What follows belongs to an exercise in optimizing a design on an open flow for small area, a short achievable clock period and few clock cycles; a production flow would make more cautious choices. Only simulation tests tie the RTL to the original design; equivalence was not proved. No activity file was given, so power comes from the tool's default toggle rates.

## flow/run.sh

```bash
#!/bin/bash
# synth_recipe.tcl (not shown) runs the flow's synth.tcl, then flattens the netlist and writes it again
# the make line also repeats each setting of config.mk as NAME=value (left out here)
make -C /OpenROAD-flow-scripts/flow DESIGN_CONFIG=/design/flow/config.mk WORK_HOME=/design/flow/orfs CLKGATE_MAP_FILE= SYNTH_SCRIPT=/design/flow/synth_recipe.tcl finish
```

## flow/constraint.sdc

```tcl
create_clock -name core_clock -period 5.0 [get_ports {clk}]
set_input_delay 1.0000 -clock core_clock [delete_from_list [all_inputs] [get_ports {clk}]]
set_output_delay 1.0000 -clock core_clock [all_outputs]
set_load 0.01 [all_outputs]
```

## flow/design.v

```verilog
module huffman(clk, reset, gray_valid, gray_data, CNT_valid, CNT1, CNT2, CNT3, CNT4, CNT5, CNT6,code_valid, HC1, HC2, HC3, HC4, HC5, HC6, M1, M2, M3, M4, M5, M6);
input clk;
input reset;
input gray_valid;
input [7:0] gray_data;
output reg CNT_valid;
output reg [7:0] CNT1, CNT2, CNT3, CNT4, CNT5, CNT6;
output reg code_valid;
output reg [7:0] HC1, HC2, HC3, HC4, HC5, HC6;
output reg [7:0] M1, M2, M3, M4, M5, M6;
reg			sort_index;
reg	[2:0]	comb_cnt;
reg	[2:0]	sort_cnt;
reg	[6:0]	num_cnt;
reg	[6:0]	A1_cnt;
reg	[6:0]	A2_cnt;
reg	[6:0]	A3_cnt;
reg	[6:0]	A4_cnt;
reg	[6:0]	A5_cnt;
reg	[6:0]	A6_cnt;
reg	[7:0]	Queue		[0:5];
reg	[5:0]	Member		[0:5];
reg	[7:0]	HC_Queue	[0:5];
reg	[7:0]	M_Queue		[0:5];
reg	[2:0]	current_state;
reg	[2:0]	next_state;
integer i;
parameter	IDLE	=	3'd0;
parameter	READ	=	3'd1;
parameter	SORT 	=	3'd2;
parameter	COMB 	=	3'd3;
parameter	SPLIT 	=	3'd4;
parameter	FINISH 	=	3'd5;
always @(posedge clk or posedge reset)
	begin
		if(reset)
			begin
				current_state <= IDLE;
			end
		else
			begin
				current_state <= next_state;
			end
	end
always @(*)
	begin
		case(current_state)
				IDLE:	next_state = (gray_valid) ? READ : IDLE;
				READ:	next_state = (num_cnt == 7'd100) ? SORT : READ;
				SORT:	next_state = (sort_cnt == 3'd6) ? COMB : SORT;
				COMB:	next_state = (comb_cnt == 3'd4) ? SPLIT : COMB;
				SPLIT:	next_state = FINISH;
				FINISH:	next_state = FINISH;
		default:
			begin
				next_state = IDLE;
			end
		endcase
	end
always @(posedge clk or posedge reset)
	begin
		if(reset)
			begin
				num_cnt <= 7'd0;
			end
		else
			begin
				case(current_state)
					IDLE:
						begin
							num_cnt <= (gray_valid) ? 7'd1 : 7'd0;
						end
					READ:
						begin
							num_cnt <= (num_cnt == 7'd100) ? num_cnt : num_cnt + 7'd1;
						end
				default:
					begin
						num_cnt <= num_cnt;
					end
				endcase
			end
	end
always @(posedge clk or posedge reset)
	begin
		if(reset)
			begin
				A1_cnt <= 7'd0;
				A2_cnt <= 7'd0;
				A3_cnt <= 7'd0;
				A4_cnt <= 7'd0;
				A5_cnt <= 7'd0;
				A6_cnt <= 7'd0;
			end
		else
			begin
				case(current_state)
					IDLE:
						begin
							A1_cnt <= ( (gray_data == 8'd1) && (gray_valid) )  ? 7'd1 : 7'd0;
							A2_cnt <= ( (gray_data == 8'd2) && (gray_valid) )  ? 7'd1 : 7'd0;
							A3_cnt <= ( (gray_data == 8'd3) && (gray_valid) )  ? 7'd1 : 7'd0;
							A4_cnt <= ( (gray_data == 8'd4) && (gray_valid) )  ? 7'd1 : 7'd0;
							A5_cnt <= ( (gray_data == 8'd5) && (gray_valid) )  ? 7'd1 : 7'd0;
							A6_cnt <= ( (gray_data == 8'd6) && (gray_valid) )  ? 7'd1 : 7'd0;
						end
					READ:
						if(num_cnt != 7'd100)
						begin
							A1_cnt <= (gray_data == 8'd1) ? A1_cnt + 7'd1 : A1_cnt;
							A2_cnt <= (gray_data == 8'd2) ?	A2_cnt + 7'd1 : A2_cnt;
							A3_cnt <= (gray_data == 8'd3) ?	A3_cnt + 7'd1 : A3_cnt;
							A4_cnt <= (gray_data == 8'd4) ?	A4_cnt + 7'd1 : A4_cnt;
							A5_cnt <= (gray_data == 8'd5) ?	A5_cnt + 7'd1 : A5_cnt;
							A6_cnt <= (gray_data == 8'd6) ?	A6_cnt + 7'd1 : A6_cnt;
						end
				default:
					begin
						A1_cnt <= A1_cnt;
						A2_cnt <= A2_cnt;
						A3_cnt <= A3_cnt;
						A4_cnt <= A4_cnt;
						A5_cnt <= A5_cnt;
						A6_cnt <= A6_cnt;
					end
				endcase
			end
	end
always @(posedge clk or posedge reset)
	begin
		if(reset)
			begin
				CNT1 <= 8'd0;
				CNT2 <= 8'd0;
				CNT3 <= 8'd0;
				CNT4 <= 8'd0;
				CNT5 <= 8'd0;
				CNT6 <= 8'd0;
			end
		else if((current_state == READ) && (num_cnt == 7'd100))
			begin
				CNT1 <= {1'b0, A1_cnt};
				CNT2 <= {1'b0, A2_cnt};
				CNT3 <= {1'b0, A3_cnt};
				CNT4 <= {1'b0, A4_cnt};
				CNT5 <= {1'b0, A5_cnt};
				CNT6 <= {1'b0, A6_cnt};
			end
	end
always@(posedge clk or posedge reset)
	begin
        if(reset)
        	begin
        		sort_index <= 1'd0;
        		sort_cnt <= 3'd0;
        		comb_cnt <= 3'd0;
        	end
        else
        	begin
        		case(current_state)
        			SORT:
        				begin
        					sort_index <= ~sort_index;
        					sort_cnt <= sort_cnt + 3'd1;
        				end
        			COMB:
        				begin
        					comb_cnt <= comb_cnt + 3'd1;
        				end
        		default:
        			begin
        				sort_index <= 1'd0;
        				sort_cnt <= 3'd0;
        				comb_cnt <= 3'd0;
        			end
        		endcase
        	end
     end
wire	[7:0]	new_node	=	Queue[0] + Queue[1];
wire	[5:0]	new_member	=	Member[0] | Member[1];
always @(posedge clk or posedge reset)
	begin
		if(reset)
			begin
				for(i=0 ; i<6 ; i=i+1)
					begin
						Queue[i] <= 8'd0;
						Member[i] <= 6'd0;
					end
			end
		else
			begin
				case(current_state)
					READ:
						begin
							Member[0] <= 6'b100000;
							Member[1] <= 6'b010000;
							Member[2] <= 6'b001000;
							Member[3] <= 6'b000100;
							Member[4] <= 6'b000010;
							Member[5] <= 6'b000001;
						end
					SORT:
						begin
							if( sort_cnt == 3'd0 )
								begin
									Queue[0] <= CNT6;
									Queue[1] <= CNT5;
									Queue[2] <= CNT4;
									Queue[3] <= CNT3;
									Queue[4] <= CNT2;
									Queue[5] <= CNT1;
								end
							else if( sort_index == 1'd1 )
								begin
    								for(i=0 ; i<6 ; i=i+2)
    									begin
    										if(Queue[i] > Queue[i+1])
    											begin
    												Queue[i] <= Queue[i+1];
    												Queue[i+1] <= Queue[i];
    												Member[i] <= Member[i+1];
    												Member[i+1] <= Member[i];
    											end
    									end
								end
							else
								begin
    								for(i=1 ; i<4 ; i=i+2)
    									begin
    										if(Queue[i] > Queue[i+1])
    											begin
    												Queue[i] <= Queue[i+1];
    												Queue[i+1] <= Queue[i];
    												Member[i] <= Member[i+1];
    												Member[i+1] <= Member[i];
    											end
    									end
 								end
						end
					COMB:
						begin
							for(i=0 ; i<4 ; i=i+1)
								begin
									if(Queue[i+2] < new_node)
										begin
											Queue[i] <= Queue[i+2];
											Member[i] <= Member[i+2];
										end
									else if( (i == 0) || (Queue[i+1] < new_node) )
										begin
											Queue[i] <= new_node;
											Member[i] <= new_member;
										end
									else
										begin
											Queue[i] <= Queue[i+1];
											Member[i] <= Member[i+1];
										end
								end
							Queue[4] <= (Queue[5] < new_node) ? new_node : Queue[5];
							Member[4] <= (Queue[5] < new_node) ? new_member : Member[5];
							Queue[5] <= 8'hff;
							Member[5] <= 6'd0;
						end
				default:
					begin
						for(i=0 ; i<6 ; i=i+1)
							begin
								Queue[i] <= Queue[i];
								Member[i] <= Member[i];
							end
					end
				endcase
			end
	end
always @(posedge clk or posedge reset)
	begin
		if(reset)
			begin
				for(i=0 ; i<6 ; i=i+1)
					begin
						HC_Queue[i] <= 8'd0;
						M_Queue[i] <= 8'd0;
					end
			end
		else
			begin
				case(current_state)
					READ:
						begin
							for(i=0 ; i<6 ; i=i+1)
								begin
									HC_Queue[i] <= 8'd0;
									M_Queue[i] <= 8'd0;
								end
						end
					COMB:
						begin
							for(i=0 ; i<6 ; i=i+1)
								begin
									if(Member[0][i])
										begin
											HC_Queue[i] <= HC_Queue[i] | (M_Queue[i] + 8'd1);
											M_Queue[i] <= {M_Queue[i][6:0], 1'b1};
										end
									else if(Member[1][i])
										begin
											M_Queue[i] <= {M_Queue[i][6:0], 1'b1};
										end
								end
						end
				default:
					begin
						for(i=0 ; i<6 ; i=i+1)
							begin
								HC_Queue[i] <= HC_Queue[i];
								M_Queue[i] <= M_Queue[i];
							end
					end
				endcase
			end
	end
always @(posedge clk or posedge reset)
	begin
		if(reset)
			begin
				HC1 <= 8'd0;	M1 <= 8'd0;
				HC2 <= 8'd0;	M2 <= 8'd0;
				HC3 <= 8'd0;	M3 <= 8'd0;
				HC4 <= 8'd0;	M4 <= 8'd0;
				HC5 <= 8'd0;	M5 <= 8'd0;
				HC6 <= 8'd0;	M6 <= 8'd0;
			end
		else if(current_state == SPLIT)
			begin
				HC1 <= HC_Queue[0];	M1 <= M_Queue[0];
				HC2 <= HC_Queue[1];	M2 <= M_Queue[1];
				HC3 <= HC_Queue[2];	M3 <= M_Queue[2];
				HC4 <= HC_Queue[3];	M4 <= M_Queue[3];
				HC5 <= HC_Queue[4];	M5 <= M_Queue[4];
				HC6 <= HC_Queue[5];	M6 <= M_Queue[5];
			end
	end
always @(posedge clk or posedge reset)
	begin
		if(reset)
			begin
				CNT_valid <= 1'd0;
				code_valid <= 1'd0;
			end
		else
			begin
				CNT_valid <= (current_state == READ) && (num_cnt == 7'd100);
				code_valid <= (current_state == SPLIT);
			end
	end
endmodule
```

## flow/config.mk

```make
export PLATFORM = sky130hd
export DESIGN_NAME = huffman
export DESIGN_NICKNAME = huffman
export VERILOG_FILES = /design/flow/design.v
export SDC_FILE = /design/flow/constraint.sdc
export NUM_CORES = 4
export LEC_CHECK = 0
export CAP_MARGIN = 20
export CORE_MARGIN = 2
export CORE_UTILIZATION = 40
export SLEW_MARGIN = 20
```

==> flow_summary.toml <==
[logic_synthesis]
syn_avg_cell_area_um2 = 10.23
async_flop_share = 1.000
syn_inst = 1996
synth_seq_cells = 379
ys_warn_count = 5
ys_seq_area_frac = 0.4645
synth_edf_count = 0
ys.flop_type = "dfrtp_1"
synth_cell_types = 84
syn_area_um2 = 20420

[placement]
dp.cells = 2754
io_buffers = 150
dpl_cell_area_um2 = 22730
place.gp.congestion = 0.9051
place_hpwl_um = 39440

[hold_path]
min_from = "HC_Queue[2][5]"
hp-class = "reg -> reg"

[clock_tree]
post-cts-setup-buffer-count = 0
cts_tree = "yes"
cts_hold_buffers = 0
h-tree-depth = 2
clk-insertion-delay-late_ns = 0.58
cts_buffer_depth = 3
numCtsBuffers = 42
cts_resized = 0
root_buffer = "clkbuf_16"
clkTransAtPathRegs_ns = 0.06
cts_sinks = 379

[finish]
antenna_cells = 0
final_common_cell = "dfrtp_1"
nets = 2225
drive_above_1_share = 0.1427
synthToLayoutAreaGrowth_pct = 18.57
final_cell_mix = "378 x dfrtp_1, 194 x nor2_1, 154 x nand2_1"
nFillCells = 4652
stdcell_count = 2830
final_cell_area_um2 = 24210

[critical_path]
worstSetupEndpointType = "flop"
required_ns = 5.45
cp_num_buf_inv = 3
crit_family = "simple AND/OR/NAND/NOR gates"
worstPathMaxFanout = 11
criticalPathCategory = "reg -> reg"
cp_slowest_stage_delay_ns = 0.67
r2r-start = "Queue[1][2]"
crit_path_cell_trace = "inv_1, ha_1, nor3_1, o21a_1, nor3_1, o31ai_1, xnor2_1, inv_1, ha_1, o21ai_0, nor4_2, buf_4, nor2_2, nor2_2, a221oi_2"
startpoint_type = "flop"
startpoint = "Queue[1][2]"
cpMaxStageDelayCell = "nor2_2"
arrival_ns = 5.01

[power]
power_mw = 6.470
leakagePower_nw = 10.79
ir_worst_vdd_uv = 240.4
power_density_nw_per_um2 = 267.2

[status]
status = "finished clean"

[sta]
setup_viol = 0
rsz0062_at_grt = "no"
finalMaxSlewViolations = 0
final_hold_viol_count = 0
timing.final.crit_share = 0.9122
fin_skew_ns = 0.03538
worstMarginPinSlew_ns = 0.8890
max_freq_ghz = 0.2192
fin_crit_ns = 4.561
slew_headroom = 0.4067

[grt]
antenna_found_initial = 0
grt_usage = 0.2169
grt_pass1_vias = 16120
overflow = 0
grt_pass1_wl_um = 92370
grt_start_max_net_pins = 96

[routing]
wl_per_cell_um = 20.28
drc_errors = 0
drt_wl_total_um = 57390
postRouteAntennaNets = 0
avgViaCountPerCell = 5.632
firstDrtPassIters = 7
drt_iter0_drc = 1218
vias = 15940

[floorplanning]
die_w_um = 229.9
initial_utilization = 0.4061
die-area_um2 = 52870
std_cell_rows = 82
fp.dieH_um = 229.9
core-area_um2 = 50270
io_pins = 157

[flow_run]
maxCapViolCount = 0
-- kinds of logic after synthesis --
group / after synthesis / synth area share
AO/OA/AOI/OAI: 482 / 0.1613
XOR/XNOR: 71 / 0.03046
adder cells (fa/ha/maj): 87 / 0.05368
buffers and inverters: 197 / 0.03965
flip-flops: 379 / 0.4645
multiplexers: 261 / 0.1369
other: 1 / 0.0001837
AND/OR/NAND/NOR: 518 / 0.1133
-- power by group --
part | switching [mW] | internal (mW) | total (mW)
Combinational | 0.0795 | 0.0306 | 0.110
Clock | 1.29 | 1.98 | 3.27
Sequential | 0.0137 | 3.08 | 3.09
-- path summary, 6_finish.rpt --
kind,end,slack [ns],cells past startpoint
hold reg to reg,HC_Queue[2][5],0.49,2
hold / removal,HC_Queue[2][5],0.49,2
min in group asynchronous,Queue[4][4],0.85,2
setup reg to reg,Queue[2][6],0.44,15
setup / recovery,Queue[2][6],0.44,15
max in group asynchronous,HC4[6],3.11,4
-- final cells by class --
class,instances,area (um2),area share
clock buffers,64,1244,0.05137
repair buffers,197,1917,0.07917
multi-input cells,1425,10200,0.4212
clock inverters,11,212.7,0.008786
well taps,672,840.8,0.03473
inverters,82,311.5,0.01287
flip-flops and latches,379,9488,0.3919
-- routing by layer --
metal  wire length [um]  vias up  part of all wire  global-route usage
li1                   -     7424                 -                   -
met5                  0        -                 0                   0
met1              26620     7911              0.46              0.3086
met3               3074      101             0.054             0.03274
met4               1597        0             0.028             0.07036
met2              26100      503              0.45              0.3392
-- worst reg2reg max path, delay by kind of cell (launching register included) --
family / cells / cell delay (ns)
compound gates: 4 / 1.02
xor+xnor: 1 / 0.33
fa+ha+maj: 2 / 0.77
buf+inv: 3 / 0.48
flops: 1 / 0.40
simple gates: 5 / 1.43
-- synth_stat cells, drive strengths merged, types with 34 or more instances --
library cell  count  area, um2
dfrtp           379       9484
nor2            201      767.0
nand2           156      593.1
mux2            146       1644
a21oi           130      650.6
mux2i           115       1151
o21ai           113      569.3
ha               86       1076
inv              81      304.0
clkbuf           79      296.5
nand3            52      260.3
a22o             46      402.9
xor2             43      376.6
buf              36      205.2
o211ai           34      255.2
-- state kept, by name, indices dropped and copies added (netlist names), 36 cells and up --
name	cells
M_Queue	48
Queue	48
Member	36
HC_Queue	48
-- stage by stage --
step                      TNS (ns)    util  worst slack [ns]  hold slack [ns]
after global routing             0  0.4816            0.1594           0.5118
final                            0  0.4816            0.4388           0.4924
after global placement           0  0.4522            0.8340           0.4713
after CTS                        0  0.4812            0.5893           0.4948
after detailed placement         0  0.4522            0.6429           0.4799
after floorplan            -413.88       -            -1.092           0.4559
Testbench counts, summed over its fixed seeds: cycles 45,600.

[separate check: timing with driven ports]
The results above use ideal ports. As a check the final layout listed here was re-extracted and re-timed, cells and wires unchanged.
Step 1 sets driving cells, clkbuf_16 on the clock port and buf_2 on the other inputs (assumed; they add their load-dependent delay and slew).
Step 2 adds t to the input delays and takes it off the output delays; t is the mean of the earliest and latest rising clock arrival at the registers after step 1. Input paths then give back, and output paths get back, about the clock's delay inside the block.
a / b / c = ideal ports / drivers / drivers and shift; a / b = the first two.
t (ns): 0.615
setup WS [ns]: 0.439 / 0.439 / 0.439
latest minus earliest clock arrival (ns): 0.036 / 0.035
After both steps this run still meets setup and hold. The setup slack of this run moves by 0.000 ns with the drivers and by 0.000 ns with both steps.
